This design comes from an exercise in tuning for small area on the open sky130 flow, not from production work. Only simulation tests tie the RTL to the original design; equivalence was not proved. Power figures rest on the tool's default switching activity, not on a simulated workload.

==> flow/design.v <==
`timescale 1ns / 1ps
module s_div (
    input            clkin,
    input            rst_n,
    output           a9,         
    output reg [7:0] g
    );
    reg       tg;
    reg [2:0] m;
    assign a9 = tg & m[2] & ~m[1];
    wire wrap = g[7] & g[6] & (g[5] | (g[2] & g[1] & g[0]));    
    always @(posedge clkin) begin
        if (!rst_n) begin
            tg <= 1'b0;
            m  <= 3'b000;
            g  <= 8'd224;
        end else begin
            tg <= ~tg;
            m  <= {m[1], m[0], ~m[2] & ~m[1]};
            if (a9) g <= wrap ? 8'd0 : g + 8'd1;
        end
    end
endmodule
`timescale 1ns / 1ps
module ajxd (
    input            clkin,
    input      [3:0] btn_in,
    input            first,      
    input            second,     
    output reg [3:0] btn_out
    );
    always @(posedge clkin) begin
        if (first)       btn_out <= btn_in;
        else if (second) btn_out <= btn_out & btn_in;
    end
endmodule
`timescale 1ns / 1ps
module decoder_7seg (
    input      [3:0] d,
    output reg [6:0] s
    );
    always @(*)
        case (d)
            4'd0:  s = 7'b1111110;
            4'd1:  s = 7'b0110000;
            4'd2:  s = 7'b1101101;
            4'd3:  s = 7'b1111001;
            4'd4:  s = 7'b0110011;
            4'd5:  s = 7'b1011011;
            4'd6:  s = 7'b0011111;
            4'd7:  s = 7'b1110000;
            4'd8:  s = 7'b1111111;
            4'd9:  s = 7'b1110011;
            4'd10: s = 7'b0000001;
            4'd11: s = 7'b1000000;
            4'd12: s = 7'b0001000;
            default: s = 7'b0000000;
        endcase
endmodule
`timescale 1ns / 1ps
module top(
    input clkin,     
    input rst_n,     
    input power,     
    input reset,     
    input [3:0] col,
    output beep,     
    output [11:0] led,
    output [7:0] seg,
    output [5:0] dig,
    output [3:0] row
    );
    assign row = 4'b1110;
    wire       a9;
    wire [7:0] g;
    s_div tb0(.clkin(clkin), .rst_n(rst_n), .a9(a9), .g(g));
    wire step   = a9 & (g == 8'd98);     
    wire samp1  = a9 & (g == 8'd18);     
    wire samp2  = a9 & (g == 8'd58);
    wire [3:0] key;
    ajxd kb(.clkin(clkin), .btn_in(col), .first(samp1), .second(samp2), .btn_out(key));
    wire [3:0] k = ~key;     
    reg [1:0] t;
    reg [3:0] o;
    reg       dir;
    reg       fl1, fl2;      
    reg [3:0] lr;            
    reg       rs;            
    wire id  = (t == 2'd0) & (o == 4'd0);    
    wire ar  = t[1] & t[0];                  
    wire mv  = ~id & ~ar;                    
    wire o9  = o[3] & o[0];
    wire n29 = t[1] & ~t[0] & o9;
    wire arU = ar & ~dir;
    wire arD = ar & dir;
    wire p   = power;
    wire pu  = p & ~fl2 & (k[3] | k[1]);     
    wire pd  = p & ~fl1 & (k[2] | k[0]);     
    wire R   = (rs ^ reset) & ~fl1;          
    wire E1  = p & (pu | ((lr[3] | lr[1]) & ~arU & ~R));
    wire E2  = p & (pd | R | (mv & dir) | ((lr[2] | lr[0]) & ~arD));
    wire cont  = mv & p & ~R & (dir ? ~pd : ~pu);    
    wire start = ~cont & (E1 | E2);                  
    wire idn   = ~cont & ~start;
    always @(posedge clkin) begin
        if (!rst_n) begin
            t <= 2'd0; o <= 4'd0; dir <= 1'b0; fl1 <= 1'b1; fl2 <= 1'b0; lr <= 4'd0; rs <= 1'b0;
        end else if (step) begin
            rs    <= reset;
            t     <= cont ? (o9 ? t + 2'd1 : t) : 2'd0;
            o     <= cont ? (o9 ? 4'd0 : o + 4'd1) : {3'd0, start};
            dir   <= cont ? dir : (start ? E2 : (p & (~id | dir)));
            fl1   <= idn ? fl1 : (cont & n29 & dir);
            fl2   <= idn ? fl2 : (cont & n29 & ~dir);
            lr[3] <= p & ((~fl2 & k[3]) | (lr[3] & ~arU & (pu | ~R)));
            lr[1] <= p & ((~fl2 & k[1]) | (lr[1] & ~arU & (pu | ~R)));
            lr[2] <= p & ((~fl1 & k[2]) | (lr[2] & ~arD));
            lr[0] <= p & ((~fl1 & k[0]) | (lr[0] & ~arD));
        end
    end
    wire [4:0] th;
    assign th[0] = t[1] | t[0] | o[3] | (o[2] & o[1]);       
    assign th[1] = t[1] | (t[0] & (o[3] | o[2] | o[1]));     
    assign th[2] = t[1] | (t[0] & o[3]);                     
    assign th[3] = t[1] & (t[0] | o[3] | o[2]);              
    assign th[4] = ar;                                       
    assign led[3:0]  = lr;
    assign led[6:4]  = 3'b000;
    assign led[11:7] = dir ? {th[0], th[1], th[2], th[3], th[4]} : th;
    assign beep = n29 & (g[2] ? (g[1] | g[0]) : ~(g[1] | g[0]));
    wire       v = ~(g[7] & g[6] & g[5]);
    wire [1:0] d = g[2:1];
    wire [1:0] sta = {~id & dir, ~id & ~dir};
    wire [1:0] ds  = id ? {dir & fl2, dir & fl1} : ((dir ^ ~t[1]) ? 2'd1 : 2'd2);
    reg  [1:0] sd;           
    always @(posedge clkin)
        if (d != 2'd1) sd <= sta;
    reg [3:0] sh;
    always @(*) begin
        case (d)
            2'd0: sh = {2'b00, ds};
            2'd1: sh = {1'b1, sd[1], ~sd[1], sd[0]};
            2'd2: sh = {2'b00, t[1] & ~t[0], t[0] & ~t[1]};
            default: sh = o;
        endcase
    end
    decoder_7seg dec(.d(sh), .s(seg[7:1]));
    assign seg[0] = d == 2'd2;
    assign dig = {~(v & (d == 2'd2)), ~(v & (d == 2'd3)), 2'b11, ~(v & (d == 2'd1)), ~(v & (d == 2'd0))};
endmodule
==> flow/run.sh <==
#!/bin/bash
# synth_recipe.tcl (not shown) runs the flow's synth.tcl, then flattens the netlist and writes it again
# the make line also repeats each setting of config.mk as NAME=value (left out here)
make -C /OpenROAD-flow-scripts/flow DESIGN_CONFIG=/design/flow/config.mk WORK_HOME=/design/flow/orfs CLKGATE_MAP_FILE= SYNTH_SCRIPT=/design/flow/synth_recipe.tcl finish
==> flow/config.mk <==
export PLATFORM = sky130hd
export DESIGN_NAME = top
export DESIGN_NICKNAME = top
export VERILOG_FILES = /design/flow/design.v
export SDC_FILE = /design/flow/constraint.sdc
export NUM_CORES = 4
export LEC_CHECK = 0
export ABC_AREA = 1
export CAP_MARGIN = 20
export CORE_MARGIN = 2
export CORE_UTILIZATION = 40
export CTS_BUF_LIST = sky130_fd_sc_hd__clkbuf_4
export SLEW_MARGIN = 20
==> flow/constraint.sdc <==
create_clock -name core_clock -period 15.0 [get_ports {clkin}]
set_input_delay 3.0000 -clock core_clock [delete_from_list [all_inputs] [get_ports {clkin}]]
set_output_delay 3.0000 -clock core_clock [all_outputs]
set_load 0.01 [all_outputs]
==> results of run 1 <==
==> per-layer routing <==
layer | vias to the layer above | routed length (um)
met5 | - | 0
met4 | 0 | 55
met3 | 6 | 170
met2 | 38 | 2420
met1 | 961 | 2510
li1 | 1109 | -
==> stage by stage <==
stage / total power [mW] / setup slack [ns] / util [%]
after floorplan: 0.100 / 10.20 / -
after global placement: 0.103 / 9.56 / 46.6
after detailed placement: 0.103 / 9.51 / 46.6
after CTS: 0.169 / 9.11 / 48.0
after global routing: 0.174 / 8.79 / 48.0
final: 0.166 / 9.12 / 48.0
==> how the worst min path moves through the flow <==
stage / depth (start not counted) / from / to / slack [ns]
after global placement: 2 / tb0.m[0] / tb0.m[1] / 0.39
final: 2 / tb0.m[0] / tb0.m[1] / 0.42
after floorplan: 2 / tb0.m[0] / tb0.m[1] / 0.39
after CTS: 2 / tb0.m[0] / tb0.m[1] / 0.43
after global routing: 2 / tb0.m[0] / tb0.m[1] / 0.46
after detailed placement: 2 / tb0.m[0] / tb0.m[1] / 0.41
==> cell usage after synthesis, types with 4 or more instances <==
| library cell | count | share of area (%) |
|---|---|---|
| nand2_1 | 86 | 14 |
| inv_1 | 38 | 6.2 |
| dfxtp_1 | 26 | 23 |
| nor2_1 | 26 | 4.3 |
| nand3_1 | 20 | 4.4 |
| a21oi_1 | 18 | 3.9 |
| o21ai_0 | 15 | 3.3 |
| ha_1 | 13 | 7.1 |
| nand4_1 | 12 | 3.3 |
| inv_2 | 10 | 1.6 |
| buf_4 | 9 | 3.0 |
| edfxtp_1 | 6 | 7.9 |
| nor3_1 | 6 | 1.3 |
| nand2_2 | 5 | 1.4 |
| a21boi_0 | 4 | 1.3 |
==> area by class of cell <==
cell class / count / share of cell area, %
tap: 72 / 3.41
sequential: 32 / 26.5
inverter: 50 / 7.39
multi-input combinational: 241 / 48.8
clock inverter: 3 / 1.42
clock buffer: 5 / 1.42
timing repair buffer: 29 / 11.0
==> sequential cells by signal, summed over array words and instances (netlist names) <==
signal      cells
tb0.g           8
kb.btn_out      4
lr              4
o               4
tb0.m           3
sd              2
t               2
dir             1
fl1             1
fl2             1
rs              1
tb0.tg          1
==> kinds of logic after synthesis <==
kind of cell	count (synthesis)	share of synthesized area [%]
xor+xnor	4	1.53
simple gates	168	34.7
buf+inv	65	14.0
fa+ha+maj	13	7.12
flops	32	30.7
compound gates	47	11.6
other cells	2	0.329
==> power breakdown <==
group	switching [mW]	total (mW)	internal, mW
Combinational	0.00684	0.0115	0.00461
Sequential	0.000961	0.0893	0.0883
Clock	0.0311	0.0651	0.0340
==> worst register-to-register path, delay by kind of cell (launching register included) <==
| kind | cells | cell delay (ns) |
|---|---|---|
| adders and majority gates | 1 | 0.22 |
| buffers and inverters | 3 | 0.31 |
| DFF | 1 | 0.44 |
| and+or+nand+nor | 9 | 0.84 |
==> impl_results.md, run 1 <==
- Outcome: finished clean
- Seq cells post-synth: 32
- Final GP Congestion: between 0.8 and 0.9
- Maximum clock frequency: 0.170 GHz
- Post-Synthesis Cell Area: 2280 um2
- GRT Residual Overflow: 0
- Buf/Inv on CP: 4
- Iter 0 DRT Violations: 134
- Fillcell total: 541
- Reg-to-Reg End: o[2]
- Critical Path Start: t[1]
- Chip width: 79.6 um
- Worst-Skew Late Latency: 0.33 ns
- Clk slew on worst S/H paths: 0.11 ns
- CP max stage cell: clkdlybuf4s50_1
- Final hold slack: 0.424 ns
- Critical Path RT: 12.00 ns
- GRT Resource Usage Total: 17.4%
- YS warnings: 4
- Initial core utilization: 41.5%
- Mapped Avg Cell Area: 6.90 um2
- Unrepaired setup endpoints after global routing: no
- Cell Chain, Critical Path: inv_1, ha_1, nand2_1, inv_1, nand2_4, nand3_1, nand2_1, nand2_1, nand2_1, nand2_1, inv_1, ha_1, nand2_1, nand3_1, nand2_1, nand2_1, clkdlybuf4s50_1
- CTS Buffer Depth: 2
- CP max FO: 6
- Max VDD drop: between 0.05 and 0.06 mV
- Final Non-Filler Cells: 432
- Primary FF master, synth: dfxtp_1
- Max transition margin: 60.1%
- Final Cell Area: 2640 um2
- # diodes: 0
- Share of post-route cells with drive strength above 1: between 10% and 20%
- Number of max-cap violations: 0
- Most common cell after layout, fill and taps aside: nand2_1
- Worst Clk Skew: just over 0.008 ns
- CP Class: reg2out
- Met3 Track Usage GR: 2.94%
- Vias in the first global route: 1942
- Final WL: 5.16 mm
- Met1 Use GR: 23.6%
- Die ar.: 6330 um2
- Flop2flop setup slack: 13.13 ns
- Vias: 2114
- Crit path to: seg[4]
- Post-DR vias/cell: 4.89
- Top Family by Delay on Critical Path: buffers and inverters
- Most used cell, CP: nand2_1
- CTS Buf Count: 5
- Detail Placement HPWL: 4.02 mm
- H-tree lvl count: 2
- Post-layout nets: 380
- Die Span Y: 79.6 um
- Pwr dens: 62.8 nW/um2
- GR Util met2: 27.7%
- Footprint of the multi-input gates: 1290 um2
- Fin crit share: 39.2%
- Max-slew violations: 0
- Seq/Total Area, Yosys: a little under a third
- WL/cell: 11.9 um
- Number of nets still failing antenna checks after routing: 0
- Placed Area: 2570 um2
- Core area: approximately 5500 um2
- Initial antenna violation count: 0
- Leakage power: 1.20 nW
- First-pass GRT wire length: about 8.8 mm
- CTS sink count: 32
- CP arrival: about 2.9 ns
- CP Launch Type: flop
- Hold_buf cts: 0
- Critical path depth: 17
- Resized cells post-CTS: 0
- Cells after Synth: roughly 330
- Post-synth EDFFs: 6
- Slowest stage delay, CP: between 0.5 and 0.6 ns
- Library cells used by synthesis: between 40 and 50
- Crit end category: primary output
- DR pass1 iterations: 6
- Synth async-reset ratio: 0%
- Root buf cell: clkbuf_4
- TritonCTS clock tree: built
- Port Buffer Count: 29
- Pin count of the biggest net entering global routing: 13
- Setup TNS: 0 ns
- Cell count after placement: around 420
- Worst-Margin Slew: 0.592 ns
- Remaining DRCs: 0
- Sequential cell area: 701 um2
- Hold crit path type: reg2reg
- Area grow syn2layout: 15.7%
- Final hold vios: 0
- Most frequent cells in the layout: 86 x nand2_1, 38 x inv_1, 29 x clkdlybuf4s50_1, 26 x nor2_1, 26 x dfxtp_1
- Final-report setup violation count: 0
- Busiest grt layer: met2
- Reg-to-reg startpoint: t[1]
- Final min period: about 6 ns
- Cell Rows: 27
- Setup bufs post-CTS: 0
- R2R cell count: 13
- Io pins: 39
==> run 2: changes to the inputs <==
--- a/flow/config.mk
+++ b/flow/config.mk
@@ -10,4 +10,4 @@
 export CORE_MARGIN = 2
 export CORE_UTILIZATION = 40
-export CTS_BUF_LIST = sky130_fd_sc_hd__clkbuf_4
+export CTS_BUF_LIST = sky130_fd_sc_hd__clkbuf_4 sky130_fd_sc_hd__clkbuf_8
 export SLEW_MARGIN = 20
==> impl_results.md, run 2 <==
- Max-slew violations: 0 (unchanged)
- Max VDD drop: 0.0734 mV (+24%)
- Initial core utilization: 41.5% (unchanged)
- DR pass1 iterations: 7 (+1)
- Most frequent cells in the layout: 86 x nand2_1, 38 x inv_1, 29 x clkdlybuf4s50_1, 26 x nor2_1, 26 x dfxtp_1
- Port Buffer Count: 29 (unchanged)
- Remaining DRCs: 0 (unchanged)
- Pin count of the biggest net entering global routing: 13 (unchanged)
- Number of max-cap violations: 0 (unchanged)
- Worst-Skew Late Latency: 0.28 ns (-0.05 ns)
- Setup TNS: 0 ns (unchanged)
- Die ar.: 6330 um2 (unchanged)
- Maximum clock frequency: 0.172 GHz (+1.2%)
- Die Span Y: 79.6 um (unchanged)
- Outcome: finished clean
- Sequential cell area: 701 um2 (unchanged)
- Detail Placement HPWL: 4.02 mm (unchanged)
- CTS Buf Count: 5 (unchanged)
- Crit end category: primary output
- Tot Pwr: 0.182 mW (+9.8%)
- Setup bufs post-CTS: 0 (unchanged)
- Pwr dens: 68.1 nW/um2 (+8.5%)
- Seq cells post-synth: 32 (unchanged)
- Synth cell count leaders: 86 x nand2_1, 38 x inv_1, 26 x dfxtp_1, 26 x nor2_1, 20 x nand3_1
- CP max FO: 6 (unchanged)
- Leakage power: 1.22 nW (+1.1%)
- Io pins: 39 (unchanged)
- Cell Rows: 27 (unchanged)
- First-pass GRT wire length: 8.75 mm (-0.16%)
- CP Launch Type: flop
- Synth async-reset ratio: 0% (unchanged)
- Iter 0 DRT Violations: 144 (+7.5%)
- Root buf cell: clkbuf_8
- Post-synth EDFFs: 6 (unchanged)
- Pre-CTS setup slack: 9.51 ns (unchanged)
- # diodes: 0 (unchanged)
- Initial antenna violation count: 0 (unchanged)
- Final GP Congestion: 0.871 (unchanged)
- Max reg flops: 8 (unchanged)
- Vias in the first global route: 1937 (-0.26%)
- Clk slew on worst S/H paths: 0.07 ns (-0.04 ns)
- TritonCTS clock tree: built
- CP Class: reg2out
- Library cells used by synthesis: 41 (unchanged)
- Area grow syn2layout: 17.0%
- Cells after Synth: 331 (unchanged)
- Vias: 2115 (+0.047%)
- Post-DR vias/cell: 4.90 (about the same)
- Primary FF master, synth: dfxtp_1
- GRT Resource Usage Total: 17.3% (-0.072 points)
- Critical Path RT: 12.00 ns (about the same)
- CTS Buffer Depth: 2 (unchanged)
- Footprint of the multi-input gates: 1290 um2 (unchanged)
- Final hold vios: 0 (unchanged)
- Hold crit path type: reg2reg
- CP arrival: 2.81 ns (-0.07 ns)
- Dominant cell type by area after synthesis: dfxtp_1
- WL/cell: 11.9 um (-0.76%)
- Seq/Total Area, Yosys: 30.7% (unchanged)
- GRT Residual Overflow: 0 (unchanged)
- Worst Clk Skew: 0.00471 ns (-0.00352 ns)
- Number of nets still failing antenna checks after routing: 0 (unchanged)
- Most frequent cell after synthesis: nand2_1
- Unrepaired setup endpoints after global routing: no
- Max transition margin: 60.0% (-0.14 points)
- Most common cell after layout, fill and taps aside: nand2_1
- Largest register by flop count: tb0.g
- Post-Synthesis Cell Area: 2280 um2 (unchanged)
- Final min period: 5.81 ns (-0.0693 ns)
- CTS sink count: 32 (unchanged)
- Share of post-route cells with drive strength above 1: 10.0% (unchanged)
- Hold depth: 2 (unchanged)
- Synth area leaders: dfxtp_1 23%, nand2_1 14%, edfxtp_1 7.9%
- Hold_buf cts: 0 (unchanged)
- Flop2flop setup slack: 13.14 ns (about the same)
- Worst-Margin Slew: 0.594 ns (+0.00202 ns)
- Fin crit share: 38.8% (-0.46 points)
- Resized cells post-CTS: 0 (unchanged)
- YS warnings: 4 (unchanged)
- Chip width: 79.6 um (unchanged)
- Core area: 5510 um2 (unchanged)
- R2R cell count: 13 (unchanged)
- H-tree lvl count: 2 (unchanged)
- Post-layout nets: 380 (unchanged)
- Mapped Avg Cell Area: 6.90 um2 (unchanged)
- Final WL: 5.12 mm (-0.76%)
- Final-report setup violation count: 0 (unchanged)
- Synth top area share: 22.8% (unchanged)
- Fillcell total: 535 (-1.1%)
- Final WS setup: 9.19 ns (+0.0693 ns)
[run 2: cells by family after synthesis]
family	share of synthesized area (%)
compound gates	11.6
other cells	0.329
fa+ha+maj	7.12
xor+xnor	1.53
flops	30.7
simple gates	34.7
buf+inv	14.0
[run 2: layout make-up]
type | count | area share, %
inverters | 50 | 7.30
well taps | 72 | 3.37
repair buffers | 29 | 10.9
flip-flops and latches | 32 | 26.2
multi-input cells | 241 | 48.3
clock inverters | 3 | 1.40
clock buffers | 5 | 2.57
[run 2: power breakdown]
part / internal, mW / switching, mW
Sequential: 0.0884 / 0.000966
Clock: 0.0484 / 0.0329
Combinational: 0.00461 / 0.00683
[run 2: final timing paths]
check | from | to
max | t[1] | seg[4]
min | tb0.m[0] | tb0.m[1]
max reg2reg | t[1] | o[3]
min reg2reg | tb0.m[0] | tb0.m[1]
[run 2: worst max-delay path, cell delays in order, from the launching register on]
cell and delay (ns):
dfxtp_1 0.36, inv_1 0.14, ha_1 0.20, nand2_1 0.06, inv_1 0.11, nand2_4 0.08
nand3_1 0.10, nand2_1 0.06, nand2_1 0.05, nand2_1 0.05, nand2_1 0.15, inv_1 0.08
ha_1 0.31, nand2_1 0.06, nand3_1 0.09, nand2_1 0.05, nand2_1 0.06, clkdlybuf4s50_1 0.52
[run 2: per-layer routing]
layer / vias to the layer above / wire length, um / track usage [%]
li1: 1106 / - / -
met1: 959 / 2470 / 23.6
met2: 46 / 2400 / 27.6
met3: 4 / 204 / 2.94
met5: - / 0 / 0
met4: 0 / 42 / 5.69
[run 2: through the flow]
step	util [%]	hold slack, ns	area [um2]	instances
global route	48.5	0.453	2670	432
detailed placement	46.6	0.405	2570	424
global placement	46.6	0.395	2570	424
finish	48.5	0.418	2670	432
floorplan	-	0.390	2310	338
CTS	48.5	0.425	2670	432

separate check: timing with driven ports:
How much do the figures lean on ideal ports? The routed layouts below were timed once more, with nothing changed but the port constraints. Step 1 (the two cells are an assumption about what drives the block):
set clk [get_ports {clkin}]
set_driving_cell -lib_cell sky130_fd_sc_hd__clkbuf_16 $clk
set_driving_cell -lib_cell sky130_fd_sc_hd__buf_2 [delete_from_list [all_inputs] $clk]
Step 2 also shifts input and output timing later by t, the mid clock arrival at the registers, as if the neighbouring blocks saw the same clock. Three values: ideal ports, drivers, drivers and shift; two values: the first two.
| run | t (ns) | setup WS [ns] | worst setup path after step 2 | clock arrival spread, ns |
|---|---|---|---|---|
| run 1 | 0.348 | 9.117 / 9.093 / 9.441 | register to output | 0.008 / 0.008 |
| run 2 | 0.300 | 9.186 / 9.160 / 9.460 | register to output | 0.004 / 0.004 |
After both steps setup and hold are still met in every run listed.
